This design comes from an exercise in tuning for small area and a short achievable clock period on the open sky130 flow, not from production work.
In this exercise RTL edits were held to simulation tests only and were not proved equivalent to the original.
Power figures rest on the tool's default switching activity, not on a simulated workload.

// RVPLIC
module RVPLIC (
  input      [31:0]   io_sb_SBaddress,
  input               io_sb_SBvalid,
  input      [31:0]   io_sb_SBwdata,
  input               io_sb_SBwrite,
  input      [3:0]    io_sb_SBsize,
  output              io_sb_SBready,
  output     [31:0]   io_sb_SBrdata,
  input               io_sel,
  output              io_irq_pending,
  input               io_has_pending_irq_0,
  input               io_has_pending_irq_1,
  input               io_has_pending_irq_2,
  input               io_has_pending_irq_3,
  input               io_has_pending_irq_4,
  input               io_has_pending_irq_5,
  input               io_has_pending_irq_6,
  input               io_has_pending_irq_7,
  input               io_has_pending_irq_8,
  input               io_has_pending_irq_9,
  input               io_has_pending_irq_10,
  input               io_has_pending_irq_11,
  input               io_has_pending_irq_12,
  input               io_has_pending_irq_13,
  input               io_has_pending_irq_14,
  input               io_has_pending_irq_15,
  input               io_has_pending_irq_16,
  input               io_has_pending_irq_17,
  input               io_has_pending_irq_18,
  input               io_has_pending_irq_19,
  input               io_has_pending_irq_20,
  input               io_has_pending_irq_21,
  input               io_has_pending_irq_22,
  input               io_has_pending_irq_23,
  input               io_has_pending_irq_24,
  input               io_has_pending_irq_25,
  input               io_has_pending_irq_26,
  input               io_has_pending_irq_27,
  input               io_has_pending_irq_28,
  input               io_has_pending_irq_29,
  input               io_has_pending_irq_30,
  input               io_has_pending_irq_31,
  input               io_has_pending_irq_32,
  input               io_has_pending_irq_33,
  input               io_has_pending_irq_34,
  input               io_has_pending_irq_35,
  input               io_has_pending_irq_36,
  input               io_has_pending_irq_37,
  input               io_has_pending_irq_38,
  input               io_has_pending_irq_39,
  input               io_has_pending_irq_40,
  input               io_has_pending_irq_41,
  input               io_has_pending_irq_42,
  input               io_has_pending_irq_43,
  input               io_has_pending_irq_44,
  input               io_has_pending_irq_45,
  input               io_has_pending_irq_46,
  input               io_has_pending_irq_47,
  input               io_has_pending_irq_48,
  input               io_has_pending_irq_49,
  input               io_has_pending_irq_50,
  input               io_has_pending_irq_51,
  input               io_has_pending_irq_52,
  input               clk,
  input               reset
);
export LEC_CHECK = 0
export CAP_MARGIN = 20
export CORE_MARGIN = 2
export CORE_UTILIZATION = 40
export SLEW_MARGIN = 20
export SYNTH_HIERARCHICAL = 1
create_clock -name core_clock -period 80.0 [get_ports {clk}]
run.sh (not shown) runs the stock make flow with config.mk's settings and CLKGATE_MAP_FILE= SYNTH_SCRIPT=/design/flow/synth_recipe.tcl, a recipe that flattens the netlist after the stock synthesis.
The first run ran to the end with no violations.
Edit:
==> flow/flow/run.sh (new file) <==
#!/bin/bash
# Own layout flow: the standard flow (standard.sh), with
#  - logic cells of the synthesized netlist set to their smallest drive strength
#    (registers untouched; the resizer upsizes again where slew or load needs it),
#  - port buffers of type buf_2 instead of the resizer's default pick,
#  - clock tree of clkbuf_8 with sink clusters of at most 12 and no dummy loads,
#  - repair_timing asked for a setup margin of 61.6 ns.
set -euo pipefail
cd "$(dirname "$0")/.."
R=orfs/results/${FLOW_PLATFORM}/RVPLIC/base
bash standard.sh "$PWD/$R/1_2_yosys.v" > synth.log 2>&1
cp "$R/1_2_yosys.v" yosys_orig.v
bash flow/downsize.sh "$R/1_2_yosys.v" > downsize.log 2>&1
export BUFFER_PORTS_ARGS="-buffer_cell sky130_fd_sc_hd__buf_2"
export CTS_ARGS="-sink_clustering_enable -repair_clock_nets -dont_use_dummy_load -buf_list sky130_fd_sc_hd__clkbuf_8 -sink_clustering_size 12 -sink_clustering_max_diameter 50"
export SETUP_SLACK_MARGIN=61.6
bash standard.sh finish > layout.log 2>&1
==> flow/flow/downsize.sh (new file) <==
#!/bin/bash
# Replace sky130_fd_sc_hd__<logic>_{2,4} cells by their _1 variant when one exists.
set -euo pipefail
f=$1
for c in a21oi a22oi a222oi nor4 nor3 nor2 nand4 nand3 nand2 maj3 a22o o21ai and2 and3 and4 or2 or3 or4 inv a21o o21a a211oi a31oi o211ai a221oi o221ai a32oi a2111oi nor4b nand4b nand2b nor2b o22ai mux2i a21boi o21bai; do
  sed -i -E "s/\bsky130_fd_sc_hd__${c}_[248]\b/sky130_fd_sc_hd__${c}_1/g" "$f"
done
grep -c "sky130_fd_sc_hd__" "$f"
==> flow/standard.sh (new file) <==
#!/bin/bash
# synth_recipe.tcl (not shown) runs the flow's synth.tcl, then flattens the netlist and writes it again
# the make line also repeats each setting of config.mk as NAME=value (left out here)
make -C /OpenROAD-flow-scripts/flow DESIGN_CONFIG=/design/flow/config.mk WORK_HOME=/design/flow/orfs CLKGATE_MAP_FILE= SYNTH_SCRIPT=/design/flow/synth_recipe.tcl "${@:-finish}"
--- a/flow/config.mk
+++ b/flow/config.mk
@@ -10 +10 @@
-export CORE_UTILIZATION = 40
+export CORE_UTILIZATION = 65
removed: flow/run.sh
After rerunning:
- cell count decreases by roughly a tenth
- clock skew is higher by 0.068 ns
- via count increases by a few percent
- die area is lower by well over a third
- setup slack gets better by 1.1 ns
- register-to-register slack loses 0.72 ns
Edit:
--- a/flow/flow/run.sh
+++ b/flow/flow/run.sh
@@ -6,2 +6,2 @@
-#  - clock tree of clkbuf_8 with sink clusters of at most 12 and no dummy loads,
-#  - repair_timing asked for a setup margin of 61.6 ns.
+#  - clock tree of clkbuf_8 with sink clusters of at most 16 and no dummy loads,
+#  - repair_timing asked for a setup margin of 62.4 ns.
@@ -15,2 +15,2 @@
-export CTS_ARGS="-sink_clustering_enable -repair_clock_nets -dont_use_dummy_load -buf_list sky130_fd_sc_hd__clkbuf_8 -sink_clustering_size 12 -sink_clustering_max_diameter 50"
-export SETUP_SLACK_MARGIN=61.6
+export CTS_ARGS="-sink_clustering_enable -repair_clock_nets -dont_use_dummy_load -buf_list sky130_fd_sc_hd__clkbuf_8 -sink_clustering_size 16 -sink_clustering_max_diameter 60"
+export SETUP_SLACK_MARGIN=62.4
Result:
- flip-flop and latch count does not change
- clock skew barely changes
- power drops slightly
- die area stays the same
- design area goes up by a few percent
- utilization climbs by 3.9 points
Edit:
--- a/flow/flow/run.sh
+++ b/flow/flow/run.sh
@@ -5,3 +5 @@
-#  - port buffers of type buf_2 instead of the resizer's default pick,
-#  - clock tree of clkbuf_8 with sink clusters of at most 16 and no dummy loads,
-#  - repair_timing asked for a setup margin of 62.4 ns.
+#  - port buffers of type buf_2 instead of the resizer's default pick.
@@ -15,2 +12,0 @@
-export CTS_ARGS="-sink_clustering_enable -repair_clock_nets -dont_use_dummy_load -buf_list sky130_fd_sc_hd__clkbuf_8 -sink_clustering_size 16 -sink_clustering_max_diameter 60"
-export SETUP_SLACK_MARGIN=62.4
--- a/flow/config.mk
+++ b/flow/config.mk
@@ -10 +10,3 @@
-export CORE_UTILIZATION = 65
+export CORE_UTILIZATION = 40
+export CTS_BUF_LIST = sky130_fd_sc_hd__clkbuf_8
+export CTS_CLUSTER_SIZE = 20
Result: Global-route usage drops by 17 points. Hold slack loses 0.020 ns. Power climbs by 25%. Core utilization drops by 30 points.

========
## v58
RVPLIC again, from the RTL that the note above started with.
export LEC_CHECK = 0
export CAP_MARGIN = 20
export CORE_MARGIN = 2
export CORE_UTILIZATION = 65
export SLEW_MARGIN = 20
export SYNTH_HIERARCHICAL = 1
create_clock -name core_clock -period 80.0 [get_ports {clk}]
standard.sh (not shown) runs the stock make flow with config.mk's settings and CLKGATE_MAP_FILE= SYNTH_SCRIPT=/design/flow/synth_recipe.tcl, a recipe that flattens the netlist after the stock synthesis.
==> flow/flow/run.sh <==
#!/bin/bash
# Own layout flow: the standard flow (standard.sh), with
#  - logic cells of the synthesized netlist set to their smallest drive strength
#    (registers untouched; the resizer upsizes again where slew or load needs it),
#  - port buffers of type buf_2 instead of the resizer's default pick,
#  - clock tree of clkbuf_8 with sink clusters of at most 12 and no dummy loads,
#  - repair_timing asked for a setup margin of 62.2 ns.
set -euo pipefail
cd "$(dirname "$0")/.."
R=orfs/results/${FLOW_PLATFORM}/RVPLIC/base
bash standard.sh "$PWD/$R/1_2_yosys.v" > synth.log 2>&1
cp "$R/1_2_yosys.v" yosys_orig.v
bash flow/downsize.sh "$R/1_2_yosys.v" > downsize.log 2>&1
export BUFFER_PORTS_ARGS="-buffer_cell sky130_fd_sc_hd__buf_2"
export CTS_ARGS="-sink_clustering_enable -repair_clock_nets -dont_use_dummy_load -buf_list sky130_fd_sc_hd__clkbuf_8 -sink_clustering_size 12 -sink_clustering_max_diameter 50"
export SETUP_SLACK_MARGIN=62.2
bash standard.sh finish > layout.log 2>&1
==> flow/flow/downsize.sh <==
#!/bin/bash
# Replace sky130_fd_sc_hd__<logic>_{2,4} cells by their _1 variant when one exists.
set -euo pipefail
f=$1
for c in a21oi a22oi a222oi nor4 nor3 nor2 nand4 nand3 nand2 maj3 a22o o21ai and2 and3 and4 or2 or3 or4 inv a21o o21a a211oi a31oi o211ai a221oi o221ai a32oi a2111oi nor4b nand4b nand2b nor2b o22ai mux2i a21boi o21bai; do
  sed -i -E "s/\bsky130_fd_sc_hd__${c}_[248]\b/sky130_fd_sc_hd__${c}_1/g" "$f"
done
grep -c "sky130_fd_sc_hd__" "$f"
--- input diff v58..v5 ---
==> flow/flow/run.sh <==
#!/bin/bash
# Own layout flow: the standard flow (standard.sh), with
#  - logic cells of the synthesized netlist set to their smallest drive strength
#    (registers untouched; the resizer upsizes again where slew or load needs it),
#  - port buffers of type buf_2 instead of the resizer's default pick,
#  - clock tree of clkbuf_8 with sink clusters of at most 16 and no dummy loads,
#  - repair_timing asked for a setup margin of 62.2 ns.
set -euo pipefail
cd "$(dirname "$0")/.."
R=orfs/results/${FLOW_PLATFORM}/RVPLIC/base
bash standard.sh "$PWD/$R/1_2_yosys.v" > synth.log 2>&1
cp "$R/1_2_yosys.v" yosys_orig.v
bash flow/downsize.sh "$R/1_2_yosys.v" > downsize.log 2>&1
export BUFFER_PORTS_ARGS="-buffer_cell sky130_fd_sc_hd__buf_2"
export CTS_ARGS="-sink_clustering_enable -repair_clock_nets -dont_use_dummy_load -buf_list sky130_fd_sc_hd__clkbuf_8 -sink_clustering_size 16 -sink_clustering_max_diameter 60"
export SETUP_SLACK_MARGIN=62.2
bash standard.sh finish > layout.log 2>&1
==> comparison <==
Between v58 and v5, hold slack is higher for v5, v58 comes in under that.
Looking at total power across v58 and v5, the one that comes out lower is v5.
v58 → v5: register share of total power increased 1.3 points, share of post-route cells with drive strength above 1 was more or less identical, fraction of power consumed by combinational cells picked up an extra 0.2 points, total number of vias ~0 delta.
v58 has a lower wire length than v5.
Global-route wire length before repair went down slightly going from v58 to v5.
The inputs of v21 differ from those of v5 as listed below.
- CTS_BUF_LIST now sky130_fd_sc_hd__clkbuf_8, previously not set
- CORE_UTILIZATION now 40, was 65
- CTS_CLUSTER_SIZE now 20, previously not set
==> flow/flow/run.sh <==
#!/bin/bash
# Own layout flow: the standard flow (standard.sh), with
#  - logic cells of the synthesized netlist set to their smallest drive strength
#    (registers untouched; the resizer upsizes again where slew or load needs it),
#  - repair_timing asked for a setup margin, so that the paths from the inputs get sized up,
#  - port buffers of type buf_2 instead of the resizer's default pick.
set -euo pipefail
cd "$(dirname "$0")/.."
R=orfs/results/${FLOW_PLATFORM}/RVPLIC/base
bash standard.sh "$PWD/$R/1_2_yosys.v" > synth.log 2>&1
cp "$R/1_2_yosys.v" yosys_orig.v
bash flow/downsize.sh "$R/1_2_yosys.v" > downsize.log 2>&1
export BUFFER_PORTS_ARGS="-buffer_cell sky130_fd_sc_hd__buf_2"
export SETUP_SLACK_MARGIN=62.5
bash standard.sh finish > layout.log 2>&1
Results
On static leakage, v21 does worse than v5. Looking only at design area, and setting everything else aside, the higher value of v5 and v21 goes to v21. Sequential share of layout area delta for v21 relative to v5: 3.8 points lower. On total via count after detailed routing, v5 and v21 are neck and neck. The met2 layer usage reported by global route number comes out higher for v5 vs v21. Largest net degree at the start of global routing: v21 lower than v5. Every run (v5 and v21) finished clean. Row number of buffers outside the clock class in the layout: v21 higher / v5 lower. The routed length on met2 in v5 is 0.871 times that in v21. Time the final worst path needs with I/O delays and setup, v5 and v21, higher one = v5. In the tables for v5 and v21, floorplan row count reads lower with v5. Re post-CTS setup buffer count: v5 and v21 aren't equal, and the higher value belongs to v21.
## Diff of input files: v36 against v21
- a deleted CTS_CLUSTER_SIZE that had been 20
- a deleted CTS_BUF_LIST that had been sky130_fd_sc_hd__clkbuf_8
- a change of CORE_UTILIZATION from 40 to 65
==> flow/flow/run.sh <==
#!/bin/bash
# Own layout flow: the standard flow (standard.sh), with
#  - logic cells of the synthesized netlist set to their smallest drive strength
#    (registers untouched; the resizer upsizes again where slew or load needs it),
#  - port buffers of type buf_1 instead of the resizer's default pick,
#  - clock tree of clkbuf_8 with sink clusters of at most 12 and no dummy loads,
#  - repair_timing asked for a setup margin of 62.2 ns.
set -euo pipefail
cd "$(dirname "$0")/.."
R=orfs/results/${FLOW_PLATFORM}/RVPLIC/base
bash standard.sh "$PWD/$R/1_2_yosys.v" > synth.log 2>&1
cp "$R/1_2_yosys.v" yosys_orig.v
bash flow/downsize.sh "$R/1_2_yosys.v" > downsize.log 2>&1
export BUFFER_PORTS_ARGS="-buffer_cell sky130_fd_sc_hd__buf_1"
export CTS_ARGS="-sink_clustering_enable -repair_clock_nets -dont_use_dummy_load -buf_list sky130_fd_sc_hd__clkbuf_8 -sink_clustering_size 12 -sink_clustering_max_diameter 50"
export SETUP_SLACK_MARGIN=62.2
bash standard.sh finish > layout.log 2>&1
### Flow results
Per the comparison of v36 with v21, total detailed-routing wirelength saw a decrease, worst hold slack rose by 11 ps.
Height of the die ends up higher on v21.
Share of the clock period used by the worst path after layout in v36 is 0.52 points higher than in v21
[compare] base=v21 new=v36: final cell count fell by 295; via count rose by 825.

========
Starting RTL as in the previous note.
clock: 80.0 ns
lec_check: 0
cap_margin: 20
core_margin: 2
core_utilization: 40
slew_margin: 20
synth_hierarchical: 1
==> flow/flow/run.sh <==
#!/bin/bash
# Own layout flow: the standard flow (standard.sh), with
#  - logic cells of the synthesized netlist set to their smallest drive strength
#    (registers untouched; the resizer upsizes again where slew or load needs it),
#  - port buffers of type buf_2 instead of the resizer's default pick,
#  - clock tree of clkbuf_16 with sink clusters of at most 20 and no dummy loads,
#  - repair_timing asked for a setup margin of 61.6 ns.
set -euo pipefail
cd "$(dirname "$0")/.."
R=orfs/results/${FLOW_PLATFORM}/RVPLIC/base
bash standard.sh "$PWD/$R/1_2_yosys.v" > synth.log 2>&1
cp "$R/1_2_yosys.v" yosys_orig.v
bash flow/downsize.sh "$R/1_2_yosys.v" > downsize.log 2>&1
export BUFFER_PORTS_ARGS="-buffer_cell sky130_fd_sc_hd__buf_2"
export CTS_ARGS="-sink_clustering_enable -repair_clock_nets -dont_use_dummy_load -buf_list sky130_fd_sc_hd__clkbuf_16 -sink_clustering_size 20 -sink_clustering_max_diameter 60"
export SETUP_SLACK_MARGIN=61.6
bash standard.sh finish > layout.log 2>&1
Scripts as last shown in full above: flow/flow/downsize.sh
The baseline passed the timing, DRC and antenna checks.
Rerun with:
==> flow/flow/run.sh (replaced) <==
#!/bin/bash
# Own layout flow: the standard flow (standard.sh), with
#  - logic cells of the synthesized netlist set to their smallest drive strength
#    (registers untouched; the resizer upsizes again where slew or load needs it),
#  - port buffers of type buf_2 instead of the resizer's default pick,
#  - clock tree of clkbuf_8 with sink clusters of at most 12 and no dummy loads,
#  - repair_timing asked for a setup margin of 61.6 ns.
set -euo pipefail
cd "$(dirname "$0")/.."
R=orfs/results/${FLOW_PLATFORM}/RVPLIC/base
bash standard.sh "$PWD/$R/1_2_yosys.v" > synth.log 2>&1
cp "$R/1_2_yosys.v" yosys_orig.v
bash flow/downsize.sh "$R/1_2_yosys.v" > downsize.log 2>&1
export BUFFER_PORTS_ARGS="-buffer_cell sky130_fd_sc_hd__buf_2"
export CTS_ARGS="-sink_clustering_enable -repair_clock_nets -dont_use_dummy_load -buf_list sky130_fd_sc_hd__clkbuf_8 -sink_clustering_size 12 -sink_clustering_max_diameter 50"
export SETUP_SLACK_MARGIN=61.6
bash standard.sh finish > layout.log 2>&1
Area after synthesis does not change.
Setup slack loses 31 ps.
Global-route usage barely changes.
Synthesized cell count does not change.
Power falls by about 11%.
Final area drops by about 1.5%.
Clock-buffer cell count is higher by 6.
Non-clock buffer count increases by 1.
Rerun with:
--- a/flow/flow/run.sh
+++ b/flow/flow/run.sh
@@ -5,5 +5,5 @@
 #  - port buffers of type buf_2 instead of the resizer's default pick,
 #  - clock tree of clkbuf_8 with sink clusters of at most 12 and no dummy loads,
-#  - repair_timing asked for a setup margin of 61.6 ns.
+#  - repair_timing asked for a setup margin of 62.4 ns.
 set -euo pipefail
 cd "$(dirname "$0")/.."
@@ -14,4 +14,4 @@
 export BUFFER_PORTS_ARGS="-buffer_cell sky130_fd_sc_hd__buf_2"
 export CTS_ARGS="-sink_clustering_enable -repair_clock_nets -dont_use_dummy_load -buf_list sky130_fd_sc_hd__clkbuf_8 -sink_clustering_size 12 -sink_clustering_max_diameter 50"
-export SETUP_SLACK_MARGIN=61.6
+export SETUP_SLACK_MARGIN=62.4
 bash standard.sh finish > layout.log 2>&1
--- a/flow/config.mk
+++ b/flow/config.mk
@@ -8,5 +8,5 @@
 export CAP_MARGIN = 20
 export CORE_MARGIN = 2
-export CORE_UTILIZATION = 40
+export CORE_UTILIZATION = 65
 export SLEW_MARGIN = 20
 export SYNTH_HIERARCHICAL = 1
Effect:
- The new run finished clean
- setup slack gains 580 ps
- cell area increases by 4.8%
- utilization increases by 33 points
- combinational power increases by 34%
- total power decreases by about 0.7%
- count of clock-buffer cells in the layout decreases by 4
- global-route usage increases by 19 points
- sequential share of layout area decreases by 1.8 points

-- static timing again, ports no longer ideal --
No port has a modelled driver above. Below, the same layouts with a new extraction and two added sets of constraints.
Step 1: set_driving_cell puts a clkbuf_16 on clk and a buf_2 on each other input, an assumption about the parent block.
Step 2 times the ports against the registers' clock, not the clock port: input delays grow and output delays shrink by t, the midpoint of the rising clock arrivals with the driver on.
Slacks: ideal ports / drivers / drivers and shift; pairs: ideal ports / drivers.
run | t (ns) | slack for setup (ns) | latest minus earliest clock arrival (ns) | worst register clock-pin slew, ns
the first run of note 1 | 0.620 | 60.476 / 60.512 / 59.892 | 0.018 / 0.018 | 0.06 / 0.06
the second run of note 1 | 0.575 | 61.550 / 61.579 / 61.004 | 0.083 / 0.083 | 0.09 / 0.09
the third run of note 1 | 0.663 | 62.209 / 62.041 / 61.378 | 0.104 / 0.104 | 0.11 / 0.11
the fourth run of note 1 | 0.714 | 60.872 / 60.904 / 60.189 | 0.029 / 0.029 | 0.07 / 0.07
v58 | 0.663 | 62.115 / 62.115 / 61.452 | 0.034 / 0.034 | 0.09 / 0.09
v5 | 0.637 | 62.121 / 62.136 / 61.500 | 0.082 / 0.081 | 0.11 / 0.11
v21 | 0.722 | 62.251 / 62.152 / 61.430 | 0.034 / 0.034 | 0.07 / 0.07
v36 | 0.595 | 61.838 / 61.856 / 61.261 | 0.069 / 0.069 | 0.08 / 0.08
the first run of note 3 | 0.595 | 61.682 / 61.716 / 61.121 | 0.050 / 0.050 | 0.08 / 0.08
the second run of note 3 | 0.653 | 61.651 / 61.674 / 61.021 | 0.056 / 0.055 | 0.08 / 0.08
the third run of note 3 | 0.599 | 62.228 / 62.090 / 61.490 | 0.068 / 0.069 | 0.09 / 0.09
After both steps every run listed still meets setup and hold. The setup slack of the third run of note 1, which loses most, moves by -0.168 ns with the drivers and by -0.831 ns with both steps.
